Background: an optimization exercise with open tools, aiming at small area. Do not read the settings as production practice.
For this run, only the layout was checked, not whether the RTL still works.
Power is estimated from default activity; no workload was simulated.

<file path="flow/design.v">
`timescale 1ns / 1ns
module alu_top(clk, a, b, s, result, zero);
input clk;
input [15:0] a, b;
input [3:0] s;
output reg [15:0] result;
output reg zero;
reg [15:0] a_q, b_q;
reg [3:0] s_q;
wire [15:0] alu_result;
wire alu_zero;
always @(posedge clk) begin
    a_q <= a;
    b_q <= b;
    s_q <= s;
    result <= alu_result;
    zero <= alu_zero;
end
alu u_alu(.a(a_q), .b(b_q), .s(s_q), .result(alu_result), .zero_detection(alu_zero));
endmodule

`timescale 1ns / 1ns
module three_to_one_mux(d0,d1,d2,s,y);
input [15:0] d0, d1, d2;
input [1:0] s;
output [15:0] y;
reg [15:0] y;
always@(d0 or d1 or d2 or s)
begin
case(s)
      2'b00  : y = d0;
      2'b01  : y = d1;
      2'b10  : y = d2;
      default : y = d0; 
endcase
end
endmodule
module rotate_right(n, value, result);
	input [15:0] n, value;
	output reg [15:0] result;
	reg [15:0] temp, temp2;
	always@(*)
	begin
		temp = 16'd0;
		temp2 = 16'd0;
		case(n[3:0])
			0:
				begin
				result = value;
				end
			1:
				begin
				temp = { {15 - 1 + 1{1'b0}}, value[1 - 1: 0] };
				temp2 = value >> 1;
				result = {temp[1 - 1: 0] , temp2[15 - 1: 0]};
				end
			2:
				begin
				temp = { {15 - 2 + 1{1'b0}}, value[2 - 1: 0] };
				temp2 = value >> 2;
				result = {temp[2 - 1: 0] , temp2[15 - 2: 0]};
				end
			3:
				begin
				temp = { {15 - 3 + 1{1'b0}}, value[3 - 1: 0] };
				temp2 = value >> 3;
				result = {temp[3 - 1: 0] , temp2[15 - 3: 0]};
				end
			4:
				begin
				temp = { {15 - 4 + 1{1'b0}}, value[4 - 1: 0] };
				temp2 = value >> 4;
				result = {temp[4 - 1: 0] , temp2[15 - 4: 0]};
				end
			5:
				begin
				temp = { {15 - 5 + 1{1'b0}}, value[5 - 1: 0] };
				temp2 = value >> 5;
				result = {temp[5 - 1: 0] , temp2[15 - 5: 0]};
				end
			6:
				begin
				temp = { {15 - 6 + 1{1'b0}}, value[6 - 1: 0] };
				temp2 = value >> 6;
				result = {temp[6 - 1: 0] , temp2[15 - 6: 0]};
				end
			7:
				begin
				temp = { {15 - 7 + 1{1'b0}}, value[7 - 1: 0] };
				temp2 = value >> 7;
				result = {temp[7 - 1: 0] , temp2[15 - 7: 0]};
				end
			8:
				begin
				temp = { {15 - 8 + 1{1'b0}}, value[8 - 1: 0] };
				temp2 = value >> 8;
				result = {temp[8 - 1: 0] , temp2[15 - 8: 0]};
				end
			9:
				begin
				temp = { {15 - 9 + 1{1'b0}}, value[9 - 1: 0] };
				temp2 = value >> 9;
				result = {temp[9 - 1: 0] , temp2[15 - 9: 0]};
				end
			10:
				begin
				temp = { {15 - 10 + 1{1'b0}}, value[10 - 1: 0] };
				temp2 = value >> 10;
				result = {temp[10 - 1: 0] , temp2[15 - 10: 0]};
				end
			11:
				begin
				temp = { {15 - 11 + 1{1'b0}}, value[11 - 1: 0] };
				temp2 = value >> 11;
				result = {temp[11 - 1: 0] , temp2[15 - 11: 0]};
				end
			12:
				begin
				temp = { {15 - 12 + 1{1'b0}}, value[12 - 1: 0] };
				temp2 = value >> 12;
				result = {temp[12 - 1: 0] , temp2[15 - 12: 0]};
				end
			13:
				begin
				temp = { {15 - 13 + 1{1'b0}}, value[13 - 1: 0] };
				temp2 = value >> 13;
				result = {temp[13 - 1: 0] , temp2[15 - 13: 0]};
				end
			14:
				begin
				temp = { {15 - 14 + 1{1'b0}}, value[14 - 1: 0] };
				temp2 = value >> 14;
				result = {temp[14 - 1: 0] , temp2[15 - 14: 0]};
				end
			15:
				begin
				temp = { {15 - 15 + 1{1'b0}}, value[15 - 1: 0] };
				temp2 = value >> 15;
				result = {temp[15 - 1: 0] , temp2[15 - 15: 0]};
				end
		endcase
	end
endmodule
module rotate_left(n, value, result);
	input [15:0] n, value;
	output reg [15:0] result;
	reg [15:0] temp, temp2;
	always@(*)
	begin
		temp = 16'd0;
		temp2 = 16'd0;
		case(n[3:0])
			0:
				begin
				result = value;
				end
			1:
				begin
				temp = { {15 - 1 + 1{1'b0}}, value[15:15 - 1 + 1] };
				temp2 = value << 1;
				result = {temp2[15:1] , temp[1 - 1:0]};
				end
			2:
				begin
				temp = { {15 - 2 + 1{1'b0}}, value[15:15 - 2 + 1] };
				temp2 = value << 2;
				result = {temp2[15:2] , temp[2 - 1:0]};
				end
			3:
				begin
				temp = { {15 - 3 + 1{1'b0}}, value[15:15 - 3 + 1] };
				temp2 = value << 3;
				result = {temp2[15:3] , temp[3 - 1:0]};
				end
			4:
				begin
				temp = { {15 - 4 + 1{1'b0}}, value[15:15 - 4 + 1] };
				temp2 = value << 4;
				result = {temp2[15:4] , temp[4 - 1:0]};
				end
			5:
				begin
				temp = { {15 - 5 + 1{1'b0}}, value[15:15 - 5 + 1] };
				temp2 = value << 5;
				result = {temp2[15:5] , temp[5 - 1:0]};
				end
			6:
				begin
				temp = { {15 - 6 + 1{1'b0}}, value[15:15 - 6 + 1] };
				temp2 = value << 6;
				result = {temp2[15:6] , temp[6 - 1:0]};
				end
			7:
				begin
				temp = { {15 - 7 + 1{1'b0}}, value[15:15 - 7 + 1] };
				temp2 = value << 7;
				result = {temp2[15:7] , temp[7 - 1:0]};
				end
			8:
				begin
				temp = { {15 - 8 + 1{1'b0}}, value[15:15 - 8 + 1] };
				temp2 = value << 8;
				result = {temp2[15:8] , temp[8 - 1:0]};
				end
			9:
				begin
				temp = { {15 - 9 + 1{1'b0}}, value[15:15 - 9 + 1] };
				temp2 = value << 9;
				result = {temp2[15:9] , temp[9 - 1:0]};
				end
			10:
				begin
				temp = { {15 - 10 + 1{1'b0}}, value[15:15 - 10 + 1] };
				temp2 = value << 10;
				result = {temp2[15:10] , temp[10 - 1:0]};
				end
			11:
				begin
				temp = { {15 - 11 + 1{1'b0}}, value[15:15 - 11 + 1] };
				temp2 = value << 11;
				result = {temp2[15:11] , temp[11 - 1:0]};
				end
			12:
				begin
				temp = { {15 - 12 + 1{1'b0}}, value[15:15 - 12 + 1] };
				temp2 = value << 12;
				result = {temp2[15:12] , temp[12 - 1:0]};
				end
			13:
				begin
				temp = { {15 - 13 + 1{1'b0}}, value[15:15 - 13 + 1] };
				temp2 = value << 13;
				result = {temp2[15:13] , temp[13 - 1:0]};
				end
			14:
				begin
				temp = { {15 - 14 + 1{1'b0}}, value[15:15 - 14 + 1] };
				temp2 = value << 14;
				result = {temp2[15:14] , temp[14 - 1:0]};
				end
			15:
				begin
				temp = { {15 - 15 + 1{1'b0}}, value[15:15 - 15 + 1] };
				temp2 = value << 15;
				result = {temp2[15:15] , temp[15 - 1:0]};
				end
		endcase
	end
endmodule
`timescale 1ns / 1ns
module alu(a, b, s, result, zero_detection);
  input [15:0] a, b;
  input [3:0] s;
  output [15:0] result;
  output zero_detection;
  wire c_shr   = s[3] & ~s[2] & s[1] & s[0];           
  wire c_andor = s[3] & s[2] & ~s[1];                  
  wire c_arith = s[3] & (s[2] ~^ s[1]);                
  wire c_cmp   = s[3] & ~s[2] & ~s[1];                 
  wire b_small = (b[15:4] == 12'd0);
  wire keep    = s[3] ? (s[2] | s[1] & b_small) : (s[2:0] == 3'b001);
  wire [15:0] a_rev = {a[0], a[1], a[2], a[3], a[4], a[5], a[6], a[7],
                       a[8], a[9], a[10], a[11], a[12], a[13], a[14], a[15]};
  wire rev;
  alu_and3b u_rev(.a(s[1]), .b(s[0]), .cn(s[2]), .y(rev));
  wire [15:0] xn;
  genvar gi, gj;
  generate
    for (gi = 0; gi < 16; gi = gi + 1) begin : g_x
      alu_mux2i u_x(.a(a[gi]), .b(a_rev[gi]), .s(rev), .y(xn[gi]));
    end
  endgenerate
  wire ysel_b = ~s[3];
  wire [3:0] dlo = {4{s[3] & ~s[2] & s[1]}} & (4'd1 << b[1:0]);
  wire [3:0] dhi = 4'd1 << b[3:2];
  wire y_one = s[3] & (s[2] ~^ s[1]);
  wire [15:0] yn;
  alu_aoi221 u_y0(.a1(ysel_b), .a2(b[0]), .b1(dlo[0]), .b2(dhi[0]), .c(y_one), .y(yn[0]));
  generate
    for (gi = 1; gi < 16; gi = gi + 1) begin : g_y
      alu_aoi22 u_y(.a1(ysel_b), .a2(b[gi]), .b1(dlo[gi%4]), .b2(dhi[gi/4]), .y(yn[gi]));
    end
  endgenerate
  wire inv = ~s[2] | (s[1] & ~s[0]);
  wire k_e = c_arith | (c_andor & ~s[0]);
  wire inv15 = inv ^ (c_cmp & s[0]);      
  wire [15:0] inv_v = {inv15, {15{inv}}};
  wire [15:0] en;
  generate
    for (gi = 0; gi < 16; gi = gi + 1) begin : g_e
      wire ea_n, eb_n;
      alu_nand2 u_ea(.a(a[gi]), .b(c_andor), .y(ea_n));
      alu_xnor u_eb(.a(b[gi]), .b(inv_v[gi]), .y(eb_n));
      alu_maj3 u_e(.a(ea_n), .b(eb_n), .c(~k_e), .y(en[gi]));
    end
  endgenerate
  wire [15:0] e = ~en;
  wire cin = c_arith & ~s[0];
  wire blk_nor;
  wire [255:0] pp;
  generate
    for (gi = 0; gi < 16; gi = gi + 1) begin : g_pp_i
      for (gj = 0; gj < 16 - gi; gj = gj + 1) begin : g_pp_j
        if (gj == 1) begin : g_e
          alu_oai21 u_pp(.a1(xn[gi]), .a2(yn[gj]), .b(en[gi+1]), .y(pp[gi*16+gj]));
        end else begin : g_p
          alu_nor2 u_pp(.a(xn[gi]), .b(yn[gj]), .y(pp[gi*16+gj]));
        end
      end
    end
  endgenerate
  wire fs0, fc1;
  alu_fa u_fs0(.a(cin), .b(e[0]), .c(pp[0]), .s(fs0), .co(fc1));
  wire fs2, fc3;
  alu_fa u_fs2(.a(pp[16]), .b(pp[1]), .c(fc1), .s(fs2), .co(fc3));
  wire hs4, hc5;
  alu_ha u_hs4(.a(pp[17]), .b(pp[2]), .s(hs4), .co(hc5));
  wire fs6, fc7;
  alu_fa u_fs6(.a(pp[32]), .b(hs4), .c(fc3), .s(fs6), .co(fc7));
  wire hs8, hc9;
  alu_ha u_hs8(.a(pp[18]), .b(pp[33]), .s(hs8), .co(hc9));
  wire fs10, fc11;
  alu_fa u_fs10(.a(pp[3]), .b(pp[48]), .c(hc5), .s(fs10), .co(fc11));
  wire fs12, fc13;
  alu_fa u_fs12(.a(hs8), .b(fs10), .c(fc7), .s(fs12), .co(fc13));
  wire hs14, hc15;
  alu_ha u_hs14(.a(pp[19]), .b(pp[34]), .s(hs14), .co(hc15));
  wire fs16, fc17;
  alu_fa u_fs16(.a(pp[49]), .b(pp[4]), .c(pp[64]), .s(fs16), .co(fc17));
  wire fs18, fc19;
  alu_fa u_fs18(.a(hc9), .b(hs14), .c(fs16), .s(fs18), .co(fc19));
  wire fs20, fc21;
  alu_fa u_fs20(.a(fc11), .b(fs18), .c(fc13), .s(fs20), .co(fc21));
  wire hs22, hc23;
  alu_ha u_hs22(.a(pp[20]), .b(pp[35]), .s(hs22), .co(hc23));
  wire fs24, fc25;
  alu_fa u_fs24(.a(pp[50]), .b(pp[5]), .c(pp[65]), .s(fs24), .co(fc25));
  wire fs26, fc27;
  alu_fa u_fs26(.a(pp[80]), .b(hc15), .c(hs22), .s(fs26), .co(fc27));
  wire fs28, fc29;
  alu_fa u_fs28(.a(fc17), .b(fs24), .c(fs26), .s(fs28), .co(fc29));
  wire fs30, fc31;
  alu_fa u_fs30(.a(fc19), .b(fs28), .c(fc21), .s(fs30), .co(fc31));
  wire hs32, hc33;
  alu_ha u_hs32(.a(pp[21]), .b(pp[36]), .s(hs32), .co(hc33));
  wire fs34, fc35;
  alu_fa u_fs34(.a(pp[51]), .b(pp[66]), .c(pp[6]), .s(fs34), .co(fc35));
  wire fs36, fc37;
  alu_fa u_fs36(.a(pp[81]), .b(pp[96]), .c(hc23), .s(fs36), .co(fc37));
  wire fs38, fc39;
  alu_fa u_fs38(.a(hs32), .b(fc25), .c(fs34), .s(fs38), .co(fc39));
  wire fs40, fc41;
  alu_fa u_fs40(.a(fs36), .b(fc27), .c(fs38), .s(fs40), .co(fc41));
  wire fs42, fc43;
  alu_fa u_fs42(.a(fc29), .b(fs40), .c(fc31), .s(fs42), .co(fc43));
  wire hs44, hc45;
  alu_ha u_hs44(.a(pp[112]), .b(pp[22]), .s(hs44), .co(hc45));
  wire fs46, fc47;
  alu_fa u_fs46(.a(pp[37]), .b(pp[52]), .c(pp[67]), .s(fs46), .co(fc47));
  wire fs48, fc49;
  alu_fa u_fs48(.a(pp[7]), .b(pp[82]), .c(pp[97]), .s(fs48), .co(fc49));
  wire fs50, fc51;
  alu_fa u_fs50(.a(hc33), .b(hs44), .c(fc35), .s(fs50), .co(fc51));
  wire fs52, fc53;
  alu_fa u_fs52(.a(fs46), .b(fs48), .c(fc37), .s(fs52), .co(fc53));
  wire fs54, fc55;
  alu_fa u_fs54(.a(fc39), .b(fs50), .c(fs52), .s(fs54), .co(fc55));
  wire fs56, fc57;
  alu_fa u_fs56(.a(fc41), .b(fs54), .c(fc43), .s(fs56), .co(fc57));
  wire hs58, hc59;
  alu_ha u_hs58(.a(pp[113]), .b(pp[128]), .s(hs58), .co(hc59));
  wire fs60, fc61;
  alu_fa u_fs60(.a(pp[23]), .b(pp[38]), .c(pp[53]), .s(fs60), .co(fc61));
  wire fs62, fc63;
  alu_fa u_fs62(.a(pp[68]), .b(pp[83]), .c(pp[8]), .s(fs62), .co(fc63));
  wire fs64, fc65;
  alu_fa u_fs64(.a(pp[98]), .b(hc45), .c(hs58), .s(fs64), .co(fc65));
  wire fs66, fc67;
  alu_fa u_fs66(.a(fc47), .b(fc49), .c(fs60), .s(fs66), .co(fc67));
  wire fs68, fc69;
  alu_fa u_fs68(.a(fs62), .b(fs64), .c(fc51), .s(fs68), .co(fc69));
  wire fs70, fc71;
  alu_fa u_fs70(.a(fs66), .b(fc53), .c(fs68), .s(fs70), .co(fc71));
  wire fs72, fc73;
  alu_fa u_fs72(.a(fc55), .b(fs70), .c(fc57), .s(fs72), .co(fc73));
  wire hs74, hc75;
  alu_ha u_hs74(.a(pp[114]), .b(pp[129]), .s(hs74), .co(hc75));
  wire fs76, fc77;
  alu_fa u_fs76(.a(pp[144]), .b(pp[24]), .c(pp[39]), .s(fs76), .co(fc77));
  wire fs78, fc79;
  alu_fa u_fs78(.a(pp[54]), .b(pp[69]), .c(pp[84]), .s(fs78), .co(fc79));
  wire fs80, fc81;
  alu_fa u_fs80(.a(pp[99]), .b(pp[9]), .c(hc59), .s(fs80), .co(fc81));
  wire fs82, fc83;
  alu_fa u_fs82(.a(hs74), .b(fc61), .c(fc63), .s(fs82), .co(fc83));
  wire fs84, fc85;
  alu_fa u_fs84(.a(fs76), .b(fs78), .c(fs80), .s(fs84), .co(fc85));
  wire fs86, fc87;
  alu_fa u_fs86(.a(fc65), .b(fc67), .c(fs82), .s(fs86), .co(fc87));
  wire fs88, fc89;
  alu_fa u_fs88(.a(fs84), .b(fc69), .c(fs86), .s(fs88), .co(fc89));
  wire fs90, fc91;
  alu_fa u_fs90(.a(fc71), .b(fs88), .c(fc73), .s(fs90), .co(fc91));
  wire fs92, fc93;
  alu_fa u_fs92(.a(pp[100]), .b(pp[10]), .c(pp[115]), .s(fs92), .co(fc93));
  wire fs94, fc95;
  alu_fa u_fs94(.a(pp[130]), .b(pp[145]), .c(pp[160]), .s(fs94), .co(fc95));
  wire fs96, fc97;
  alu_fa u_fs96(.a(pp[25]), .b(pp[40]), .c(pp[55]), .s(fs96), .co(fc97));
  wire fs98, fc99;
  alu_fa u_fs98(.a(pp[70]), .b(pp[85]), .c(hc75), .s(fs98), .co(fc99));
  wire fs100, fc101;
  alu_fa u_fs100(.a(fc77), .b(fc79), .c(fs92), .s(fs100), .co(fc101));
  wire fs102, fc103;
  alu_fa u_fs102(.a(fs94), .b(fs96), .c(fc81), .s(fs102), .co(fc103));
  wire fs104, fc105;
  alu_fa u_fs104(.a(fs98), .b(fc83), .c(fs100), .s(fs104), .co(fc105));
  wire fs106, fc107;
  alu_fa u_fs106(.a(fc85), .b(fs102), .c(fc87), .s(fs106), .co(fc107));
  wire fs108, fc109;
  alu_fa u_fs108(.a(fs104), .b(fc89), .c(fs106), .s(fs108), .co(fc109));
  wire fs110, fc111;
  alu_fa u_fs110(.a(pp[101]), .b(pp[116]), .c(pp[11]), .s(fs110), .co(fc111));
  wire fs112, fc113;
  alu_fa u_fs112(.a(pp[131]), .b(pp[146]), .c(pp[161]), .s(fs112), .co(fc113));
  wire fs114, fc115;
  alu_fa u_fs114(.a(pp[176]), .b(pp[26]), .c(pp[41]), .s(fs114), .co(fc115));
  wire fs116, fc117;
  alu_fa u_fs116(.a(pp[56]), .b(pp[71]), .c(pp[86]), .s(fs116), .co(fc117));
  wire fs118, fc119;
  alu_fa u_fs118(.a(fc93), .b(fc95), .c(fc97), .s(fs118), .co(fc119));
  wire fs120, fc121;
  alu_fa u_fs120(.a(fs110), .b(fs112), .c(fs114), .s(fs120), .co(fc121));
  wire fs122, fc123;
  alu_fa u_fs122(.a(fs116), .b(fc99), .c(fc101), .s(fs122), .co(fc123));
  wire fs124, fc125;
  alu_fa u_fs124(.a(fs118), .b(fc103), .c(fs120), .s(fs124), .co(fc125));
  wire fs126, fc127;
  alu_fa u_fs126(.a(fc105), .b(fs122), .c(fs124), .s(fs126), .co(fc127));
  wire fs128, fc129;
  alu_fa u_fs128(.a(fc107), .b(fs126), .c(fc109), .s(fs128), .co(fc129));
  wire fs130, fc131;
  alu_fa u_fs130(.a(pp[102]), .b(pp[117]), .c(pp[12]), .s(fs130), .co(fc131));
  wire fs132, fc133;
  alu_fa u_fs132(.a(pp[132]), .b(pp[147]), .c(pp[162]), .s(fs132), .co(fc133));
  wire fs134, fc135;
  alu_fa u_fs134(.a(pp[177]), .b(pp[192]), .c(pp[27]), .s(fs134), .co(fc135));
  wire fs136, fc137;
  alu_fa u_fs136(.a(pp[42]), .b(pp[57]), .c(pp[72]), .s(fs136), .co(fc137));
  wire fs138, fc139;
  alu_fa u_fs138(.a(pp[87]), .b(fc111), .c(fc113), .s(fs138), .co(fc139));
  wire fs140, fc141;
  alu_fa u_fs140(.a(fc115), .b(fc117), .c(fs130), .s(fs140), .co(fc141));
  wire fs142, fc143;
  alu_fa u_fs142(.a(fs132), .b(fs134), .c(fs136), .s(fs142), .co(fc143));
  wire fs144, fc145;
  alu_fa u_fs144(.a(fc119), .b(fc121), .c(fs138), .s(fs144), .co(fc145));
  wire fs146, fc147;
  alu_fa u_fs146(.a(fs140), .b(fs142), .c(fc123), .s(fs146), .co(fc147));
  wire fs148, fc149;
  alu_fa u_fs148(.a(fc125), .b(fs144), .c(fs146), .s(fs148), .co(fc149));
  wire fs150, fc151;
  alu_fa u_fs150(.a(fc127), .b(fs148), .c(fc129), .s(fs150), .co(fc151));
  wire fs152, fc153;
  alu_fa u_fs152(.a(pp[103]), .b(pp[118]), .c(pp[133]), .s(fs152), .co(fc153));
  wire fs154, fc155;
  alu_fa u_fs154(.a(pp[13]), .b(pp[148]), .c(pp[163]), .s(fs154), .co(fc155));
  wire fs156, fc157;
  alu_fa u_fs156(.a(pp[178]), .b(pp[193]), .c(pp[208]), .s(fs156), .co(fc157));
  wire fs158, fc159;
  alu_fa u_fs158(.a(pp[28]), .b(pp[43]), .c(pp[58]), .s(fs158), .co(fc159));
  wire fs160, fc161;
  alu_fa u_fs160(.a(pp[73]), .b(pp[88]), .c(fc131), .s(fs160), .co(fc161));
  wire fs162, fc163;
  alu_fa u_fs162(.a(fc133), .b(fc135), .c(fc137), .s(fs162), .co(fc163));
  wire fs164, fc165;
  alu_fa u_fs164(.a(fs152), .b(fs154), .c(fs156), .s(fs164), .co(fc165));
  wire fs166, fc167;
  alu_fa u_fs166(.a(fs158), .b(fc139), .c(fc141), .s(fs166), .co(fc167));
  wire fs168, fc169;
  alu_fa u_fs168(.a(fs160), .b(fc143), .c(fs162), .s(fs168), .co(fc169));
  wire fs170, fc171;
  alu_fa u_fs170(.a(fs164), .b(fc145), .c(fs166), .s(fs170), .co(fc171));
  wire fs172, fc173;
  alu_fa u_fs172(.a(fs168), .b(fc147), .c(fs170), .s(fs172), .co(fc173));
  wire fs174, fc175;
  alu_fa u_fs174(.a(fc149), .b(fs172), .c(fc151), .s(fs174), .co(fc175));
  wire fs176, fc177;
  alu_fa u_fs176(.a(pp[104]), .b(pp[119]), .c(pp[134]), .s(fs176), .co(fc177));
  wire fs178, fc179;
  alu_fa u_fs178(.a(pp[149]), .b(pp[14]), .c(pp[164]), .s(fs178), .co(fc179));
  wire fs180, fc181;
  alu_fa u_fs180(.a(pp[179]), .b(pp[194]), .c(pp[209]), .s(fs180), .co(fc181));
  wire fs182, fc183;
  alu_fa u_fs182(.a(pp[224]), .b(pp[29]), .c(pp[44]), .s(fs182), .co(fc183));
  wire fs184, fc185;
  alu_fa u_fs184(.a(pp[59]), .b(pp[74]), .c(pp[89]), .s(fs184), .co(fc185));
  wire fs186, fc187;
  alu_fa u_fs186(.a(fc153), .b(fc155), .c(fc157), .s(fs186), .co(fc187));
  wire fs188, fc189;
  alu_fa u_fs188(.a(fc159), .b(fs176), .c(fs178), .s(fs188), .co(fc189));
  wire fs190, fc191;
  alu_fa u_fs190(.a(fs180), .b(fs182), .c(fs184), .s(fs190), .co(fc191));
  wire fs192, fc193;
  alu_fa u_fs192(.a(fc161), .b(fc163), .c(fc165), .s(fs192), .co(fc193));
  wire fs194, fc195;
  alu_fa u_fs194(.a(fs186), .b(fs188), .c(fs190), .s(fs194), .co(fc195));
  wire fs196, fc197;
  alu_fa u_fs196(.a(fc167), .b(fc169), .c(fs192), .s(fs196), .co(fc197));
  wire fs198, fc199;
  alu_fa u_fs198(.a(fs194), .b(fc171), .c(fs196), .s(fs198), .co(fc199));
  wire fs200, fc201;
  alu_fa u_fs200(.a(fc173), .b(fs198), .c(fc175), .s(fs200), .co(fc201));
  wire xs202;
  alu_xor u_xs202(.a(pp[105]), .b(pp[120]), .y(xs202));
  wire xs203;
  alu_xor u_xs203(.a(pp[135]), .b(pp[150]), .y(xs203));
  wire xs204;
  alu_xor u_xs204(.a(pp[15]), .b(pp[165]), .y(xs204));
  wire xs205;
  alu_xor u_xs205(.a(pp[180]), .b(pp[195]), .y(xs205));
  wire xs206;
  alu_xor u_xs206(.a(pp[210]), .b(pp[225]), .y(xs206));
  wire xs207;
  alu_xor u_xs207(.a(pp[240]), .b(pp[30]), .y(xs207));
  wire xs208;
  alu_xor u_xs208(.a(pp[45]), .b(pp[60]), .y(xs208));
  wire xs209;
  alu_xor u_xs209(.a(pp[75]), .b(pp[90]), .y(xs209));
  wire xs210;
  alu_xor u_xs210(.a(xs202), .b(xs203), .y(xs210));
  wire xs211;
  alu_xor u_xs211(.a(xs204), .b(xs205), .y(xs211));
  wire xs212;
  alu_xor u_xs212(.a(xs206), .b(xs207), .y(xs212));
  wire xs213;
  alu_xor u_xs213(.a(xs208), .b(xs209), .y(xs213));
  wire xs214;
  alu_xor u_xs214(.a(xs210), .b(xs211), .y(xs214));
  wire xs215;
  alu_xor u_xs215(.a(xs212), .b(xs213), .y(xs215));
  wire xs216;
  alu_xor u_xs216(.a(fc177), .b(fc179), .y(xs216));
  wire xs217;
  alu_xor u_xs217(.a(fc181), .b(fc183), .y(xs217));
  wire xs218;
  alu_xor u_xs218(.a(fc185), .b(xs214), .y(xs218));
  wire xs219;
  alu_xor u_xs219(.a(xs215), .b(xs216), .y(xs219));
  wire xs220;
  alu_xor u_xs220(.a(xs217), .b(xs218), .y(xs220));
  wire xs221;
  alu_xor u_xs221(.a(xs219), .b(fc187), .y(xs221));
  wire xs222;
  alu_xor u_xs222(.a(fc189), .b(fc191), .y(xs222));
  wire xs223;
  alu_xor u_xs223(.a(xs220), .b(xs221), .y(xs223));
  wire xs224;
  alu_xor u_xs224(.a(xs222), .b(xs223), .y(xs224));
  wire xs225;
  alu_xor u_xs225(.a(fc193), .b(fc195), .y(xs225));
  wire xs226;
  alu_xor u_xs226(.a(xs224), .b(xs225), .y(xs226));
  wire xs227;
  alu_xor u_xs227(.a(fc197), .b(xs226), .y(xs227));
  wire xs228;
  alu_xor u_xs228(.a(xs227), .b(fc199), .y(xs228));
  wire xs229;
  alu_xor u_xs229(.a(xs228), .b(fc201), .y(xs229));
  wire ix230;
  alu_xor u_ix230(.a(fs108), .b(fc91), .y(ix230));
  wire in231, ix232;
  alu_nand2 u_in231(.a(fs108), .b(fc91), .y(in231));
  alu_xnor u_ix232(.a(fs128), .b(in231), .y(ix232));
  wire ia233;
  alu_and2 u_ia233(.a(fs108), .b(fs128), .y(ia233));
  wire in234, ix235;
  alu_nand2 u_in234(.a(ia233), .b(fc91), .y(in234));
  alu_xnor u_ix235(.a(fs150), .b(in234), .y(ix235));
  wire ia236;
  alu_and2 u_ia236(.a(ia233), .b(fs150), .y(ia236));
  wire in237, ix238;
  alu_nand2 u_in237(.a(ia236), .b(fc91), .y(in237));
  alu_xnor u_ix238(.a(fs174), .b(in237), .y(ix238));
  wire ia239;
  alu_and2 u_ia239(.a(ia236), .b(fs174), .y(ia239));
  wire in240, ix241;
  alu_nand2 u_in240(.a(ia239), .b(fc91), .y(in240));
  alu_xnor u_ix241(.a(fs200), .b(in240), .y(ix241));
  wire ia242;
  alu_and2 u_ia242(.a(ia239), .b(fs200), .y(ia242));
  wire in243, ix244;
  alu_nand2 u_in243(.a(ia242), .b(fc91), .y(in243));
  alu_xnor u_ix244(.a(xs229), .b(in243), .y(ix244));
  wire hx245, hm246;
  alu_xor u_hx245(.a(xs229), .b(fc91), .y(hx245));
  alu_mux2i u_hm246(.a(blk_nor), .b(ia242), .s(fc91), .y(hm246));
  assign blk_nor = ~(fs108 | fs128 | fs150 | fs174 | fs200);
  wire [15:0] p = {ix244, ix241, ix238, ix235, ix232, ix230, fs90, fs72, fs56, fs42, fs30, fs20, fs12, fs6, fs2, fs0};
  wire top_ne = a[15] ^ b[15];
  wire cmp_top = a[15] ^ ~s[0];
  wire keep_p = keep & ~c_cmp;
  wire sel_p = keep_p & ~c_shr;
  wire sel_r = keep_p & c_shr;
  wire sel_c = c_cmp & ~top_ne;                        
  wire one_c = c_cmp & top_ne & cmp_top;               
  alu_ao221 u_r0(.a1(p[0]), .a2(sel_p), .b1(p[15]), .b2(sel_r | sel_c), .c(one_c), .y(result[0]));
  generate
    for (gi = 1; gi < 16; gi = gi + 1) begin : g_r
      alu_ao22 u_r(.a1(p[gi]), .a2(sel_p), .b1(p[15-gi]), .b2(sel_r), .y(result[gi]));
    end
  endgenerate
  wire hi_or9;
  alu_or3 u_hi9(.a(hx245), .b(hm246), .c(p[9]), .y(hi_or9));
  wire lo_or = keep_p & (p[8:0] != 9'd0) | one_c;
  alu_aoi221 u_z(.a1(keep_p), .a2(hi_or9), .b1(sel_c), .b2(p[15]), .c(lo_or), .y(zero_detection));
endmodule
module alu_fa(a, b, c, s, co);
  input a, b, c;
  output s, co;
  assign s = a ^ b ^ c;
  assign co = (a & b) | (a & c) | (b & c);
endmodule
module alu_ha(a, b, s, co);
  input a, b;
  output s, co;
  assign s = a ^ b;
  assign co = a & b;
endmodule
module alu_xor(a, b, y);
  input a, b;
  output y;
  assign y = a ^ b;
endmodule
module alu_xnor(a, b, y);
  input a, b;
  output y;
  assign y = ~(a ^ b);
endmodule
module alu_nand2(a, b, y);
  input a, b;
  output y;
  assign y = ~(a & b);
endmodule
module alu_and2(a, b, y);
  input a, b;
  output y;
  assign y = a & b;
endmodule
module alu_nor2(a, b, y);
  input a, b;
  output y;
  assign y = ~(a | b);
endmodule
module alu_oai21(a1, a2, b, y);
  input a1, a2, b;
  output y;
  assign y = ~((a1 | a2) & b);
endmodule
module alu_aoi22(a1, a2, b1, b2, y);
  input a1, a2, b1, b2;
  output y;
  assign y = ~((a1 & a2) | (b1 & b2));
endmodule
module alu_maj3(a, b, c, y);
  input a, b, c;
  output y;
  assign y = (a & b) | (a & c) | (b & c);
endmodule
module alu_or3(a, b, c, y);
  input a, b, c;
  output y;
  assign y = a | b | c;
endmodule
module alu_or2(a, b, y);
  input a, b;
  output y;
  assign y = a | b;
endmodule
module alu_mux2(a, b, s, y);
  input a, b, s;
  output y;
  assign y = s ? b : a;
endmodule
module alu_mux2i(a, b, s, y);
  input a, b, s;
  output y;
  assign y = ~(s ? b : a);
endmodule
module alu_and3b(a, b, cn, y);
  input a, b, cn;
  output y;
  assign y = a & b & ~cn;
endmodule
module alu_ao22(a1, a2, b1, b2, y);
  input a1, a2, b1, b2;
  output y;
  assign y = (a1 & a2) | (b1 & b2);
endmodule
module alu_ao221(a1, a2, b1, b2, c, y);
  input a1, a2, b1, b2, c;
  output y;
  assign y = (a1 & a2) | (b1 & b2) | c;
endmodule
module alu_aoi221(a1, a2, b1, b2, c, y);
  input a1, a2, b1, b2, c;
  output y;
  assign y = ~((a1 & a2) | (b1 & b2) | c);
endmodule
</file>
<file path="flow/flow/run.sh">
#!/bin/bash
# The standard layout (standard.sh: the standard synthesis, then ORFS to
# finish) with three ORFS options: the smallest buffer, sky130_fd_sc_hd__buf_1,
# on every port; the buffers Yosys/ABC put in removed before placement (ORFS
# re-buffers where slew, capacitance or timing need it); ABC sizing its gates
# for a light load (ABC_LOAD_IN_FF=1), so they start small; and ORFS's power
# recovery (downsizing gates off the critical paths) after global routing.
# Clock tree synthesis runs with ORFS's default arguments plus
# -dont_use_dummy_load, so it adds no load cells that drive nothing.
set -euo pipefail
bash standard.sh "BUFFER_PORTS_ARGS=-buffer_cell sky130_fd_sc_hd__buf_1" REMOVE_ABC_BUFFERS=1 RECOVER_POWER=100 ABC_LOAD_IN_FF=1 "CTS_ARGS=-sink_clustering_enable -repair_clock_nets -dont_use_dummy_load" finish > orfs_make.log 2>&1
</file>
<file path="flow/standard.sh">
#!/bin/bash
# synth_recipe.tcl (not shown) runs the flow's synth.tcl, then flattens the netlist and writes it again
# the make line also repeats each setting of config.mk as NAME=value (left out here)
make -C /OpenROAD-flow-scripts/flow DESIGN_CONFIG=/design/flow/config.mk WORK_HOME=/design/flow/orfs CLKGATE_MAP_FILE= SYNTH_SCRIPT=/design/flow/synth_recipe.tcl "${@:-finish}"
</file>
<file path="flow/config.mk">
export PLATFORM = sky130hd
export DESIGN_NAME = alu_top
export DESIGN_NICKNAME = alu_top
export VERILOG_FILES = /design/flow/design.v
export SDC_FILE = /design/flow/constraint.sdc
export NUM_CORES = 4
export LEC_CHECK = 0
export CAP_MARGIN = 5
export CORE_MARGIN = 2
export CORE_UTILIZATION = 65
export GPL_TIMING_DRIVEN = 0
export PLACE_DENSITY = 0.75
export SLEW_MARGIN = 5
export SYNTH_HIERARCHICAL = 1
export SYNTH_MINIMUM_KEEP_SIZE = 0
</file>
<file path="flow/constraint.sdc">
create_clock -name core_clock -period 8.0 [get_ports {clk}]
set_input_delay 1.6000 -clock core_clock [delete_from_list [all_inputs] [get_ports {clk}]]
set_output_delay 1.6000 -clock core_clock [all_outputs]
set_load 0.01 [all_outputs]
</file>
==> summary.txt <==
[how the worst min path moves through the flow]
stage           end  slack [ns]  depth (start not counted)
6_report       zero        0.83                          3
5_1_grt        zero        0.85                          3
4_1_cts        zero        0.81                          3
3_5_place_dp   zero        0.79                          3
3_3_place_gp   zero        0.75                          3
2_1_floorplan  zero        0.67                          3
[kinds of logic (layout without fill, tap and decap cells)]
group	after synthesis	count (layout)	synth area share [%]
fa+ha+maj	117	117	42.6
flops	53	53	21.1
buf+inv	5	71	0.523
xor+xnor	53	53	9.24
mux	17	17	3.39
compound gates	56	56	7.89
simple gates	182	182	15.2
[timing repair]
item	in CTS	in global routing
pin swaps	0	0
setup endpoints to repair	1	1
resized for setup	2	2
[sequential cells by signal, indices dropped and copies added, names as in the netlist]
signal and cells:
b_q 16, result 16, a_q 16, s_q 4, zero 1
[synth_stat cells (2+ instances only)]
cell | n | area [um2]
fa_1 | 93 | 1860
inv_1 | 2 | 7.51
xnor2_1 | 21 | 184
or3_1 | 2 | 12.5
nor2b_1 | 3 | 18.8
and3b_1 | 2 | 17.5
o21ai_1 | 15 | 75.1
xor2_1 | 32 | 280
or4_1 | 2 | 15.0
nor3_1 | 2 | 10.0
a221oi_1 | 2 | 17.5
inv_2 | 2 | 7.51
nor4_1 | 4 | 25.0
ha_1 | 8 | 100
dfxtp_1 | 53 | 1060
nand2_1 | 27 | 101
a21oi_1 | 2 | 10.0
nor2_1 | 129 | 484
and2_0 | 5 | 31.3
mux2i_1 | 17 | 170
maj3_2 | 16 | 180
a22oi_1 | 15 | 113
a22o_1 | 15 | 131
[power by group]
group | switching (mW) | internal, mW
Clock | 0.0839 | 0.0568
Combinational | 0.590 | 0.424
Sequential | 0.0186 | 0.302
[per-module statistics from Yosys, one instance, submodules excluded, excerpt]
module,area [um2],times used,cells
alu,287,1,49
alu_xnor,8.76,21,1
alu_ha,12.5,8,1
alu_aoi221,8.76,2,1
alu_and2,6.26,4,1
alu_nor2,3.75,121,1
alu_top,1060,1,53
alu_nand2,3.75,21,1
alu_ao221,10.0,1,1
alu_xor,8.76,30,1
alu_maj3,11.3,16,1
alu_aoi22,7.51,15,1
[critical path, delay by kind of cell (launching register included)]
family / cells / cell delay [ns]
flops: 1 / 0.35
simple gates: 6 / 1.64
mux: 1 / 0.07
buf+inv: 1 / 0.28
fa+ha+maj: 9 / 3.92
compound gates: 2 / 1.34
[layout make-up]
cell class / instances / area [um2]
clock buffers: 5 / 68.8
repair buffers: 62 / 289
multi-input cells: 425 / 3970
flip-flops and latches: 53 / 1060
well taps: 102 / 128
inverters: 4 / 15.0
fillers: 569 / 2070
[per-layer routing]
layer  global-route usage, %  vias up
met1                    41.4     1947
li1                        -     1752
met4                    13.3        0
met3                    6.33       43
met2                    53.5      253
met5                       0        -
[per-stage QoR]
stage / instances / utilization [%] / total power [mW] / hold slack [ns] / setup TNS (ns)
after floorplan: 482 / - / 1.05 / 0.668 / 0
after global placement: 637 / 70.2 / 1.30 / 0.754 / -0.470
after detailed placement: 644 / 71.5 / 1.34 / 0.790 / -0.0850
after CTS: 649 / 72.5 / 1.48 / 0.812 / 0
after global routing: 651 / 72.7 / 1.59 / 0.847 / 0
final: 651 / 72.7 / 1.48 / 0.825 / 0
==> metrics.md <==
| Metric | Value |
|---|---|
| Core area | `0.00761 mm2` |
| Max Root-Sink Buffers | `2` |
| Initial antenna violation count | `0` |
| Final instance area | `0.00553 mm2` |
| Clock Latency Late Sink | `0.32 ns` |
| Total routed wirelength | `12600 um` |
| Ys Warns | `7` |
| Hold Crit Class | `reg -> reg` |
| Netlist cell types | `37` |
| Ports | `54` |
| Detailed-route DRC error count | `0` |
| Vias per inst | `6.14` |
| Crit Path Max Fanout | `21` |
| Worst hold start | `a_q[15]` |
| Die H | `91.9 um` |
| CTS tree | `done` |
| First-pass GRT wire length | `20700 um` |
| Number of flops mapped to enable cells by yosys | `0` |
| Cell Rows | `32` |
| Layout Nets | `689` |
| Post-synthesis sequential area ratio | `21.1%` |
| Vias in the first global route | `4141` |
| Vias | `3995` |
| Reg-to-Reg End | `zero` |
| Cells along the critical path | `inv_2 > nor3_1 > and3_1 > a22oi_1 > nor2_1 > fa_1 > fa_1 > fa_1 > fa_1 > fa_1 > fa_1 > fa_1 > fa_1 > fa_1 > or4_1 > nor2_1 > mux2i_1 > or3_1 > a221oi_1` |
| DR iter-0 viols | `242` |
| Routed met1 length | `4790 um` |
| RSZ-0062 raised after global routing | `no` |
| Pleak | `2.37 nW` |
| Critical Path RT | `8.20 ns` |
| Area of the mapped netlist | `0.00503 mm2` |
| GPL Wtd Cong | `0.921` |
| Worst-Margin Slew | `1.37 ns` |
| Met3 WL | `1170 um` |
| #FFs+latches synth | `53` |
| Largest net degree at the start of global routing | `22` |
| H-tree depth | `2` |
| Commonest cells after routing, fill and taps aside | `nor2_1, fa_1, dfxtp_1, buf_1, xor2_1` |
| Grt total ovfl | `0` |
| Worst slew margin | `8.81%` |
| Final Max Tran Viols | `0` |
| Status | `finished clean` |
| CP Launch Type | `flop` |
| Fraction of layout cells with a size suffix above 1 | `7.83%` |
| Num CTS Buffers | `5` |
| Post-CTS Setup Bufs | `0` |
| Async S/R FF share, synth | `0%` |
| Most frequent CP cell | `fa_1` |
| CTS Hold Bufs | `0` |
| Crit path setup slack, layout | `0.280 ns` |
| Met2 WL | `6140 um` |
| Worst path slowest cell | `a22oi_1` |
| FF-to-FF setup slack | `0.28 ns` |
| Slowest stage delay, CP | `1.04 ns` |
| Root buffer cell | `clkbuf_8` |
| CP Class | `reg -> reg` |
| Crit end category | `flop` |
| Initial cell density of the core | `66.1%` |
| Highest routed layer | `met4` |
| Reg2reg path depth | `19` |
| First-pass iteration count of the detailed router | `7` |
| Setup crit start | `s_q[3]` |
| Clock slew at reported path FFs | `0.09 ns` |
| Routed WL per cell | `19.4 um` |
| Setup crit end | `zero` |
| Die span in x | `91.9 um` |
| Gr usage total | `32.1%` |
| Final period util | `96.5%` |
| Ant. Diodes | `0` |
| Post-Synthesis Cells | `483` |
| Hold Vio Cnt, Final | `0` |
| Power per Cell Area | `267 mW/mm2` |
| Max-cap violations | `0` |
| Port bufs | `53` |
| Setup Skew | `0.0281 ns` |
| Post-DP Area | `0.00544 mm2` |
| Worst r2r src | `s_q[3]` |
| Final setup vio count | `0` |
| WP data arrival | `7.92 ns` |
| Commonest non-fill, non-tap cell in the layout | `nor2_1` |
| DIE AREA | `0.00845 mm2` |
| Final ANT Viol Nets | `0` |
| Maximum vdd drop | `0.262 mV` |
| Highest clock rate | `0.130 GHz` |
| Clock Sinks | `53` |
| Top FF cell, synth | `dfxtp_1` |
| Syn_area_per_cell | `10.4 um2` |
| Place WS | `-0.0850 ns` |
| Minimum clock period after layout | `7.72 ns` |
| Layout area overhead | `10.1%` |
| DP Wirelength | `9800 um` |

-- re-timing with driven ports --
How much do the figures lean on ideal ports? The routed layout below was timed once more, with nothing changed but the port constraints.
Step 1, drivers: a clkbuf_16 drives clk and a buf_2 each remaining input, both assumed.
Step 2, shift: input delay + t, output delay - t, t = (earliest + latest rising clock arrival at the registers) / 2. This alone moves slack from input paths to output paths.
Slacks: no drivers / after step 1 / after step 2; pairs: no drivers / after step 1.
t, ns: 0.337
slack for setup (ns): 0.280 / 0.280 / 0.280
worst slew at a driven data input, ns: 0.03
After both steps this run still meets setup and hold. The setup slack of this run moves by 0.000 ns with the drivers and by 0.000 ns with both steps.
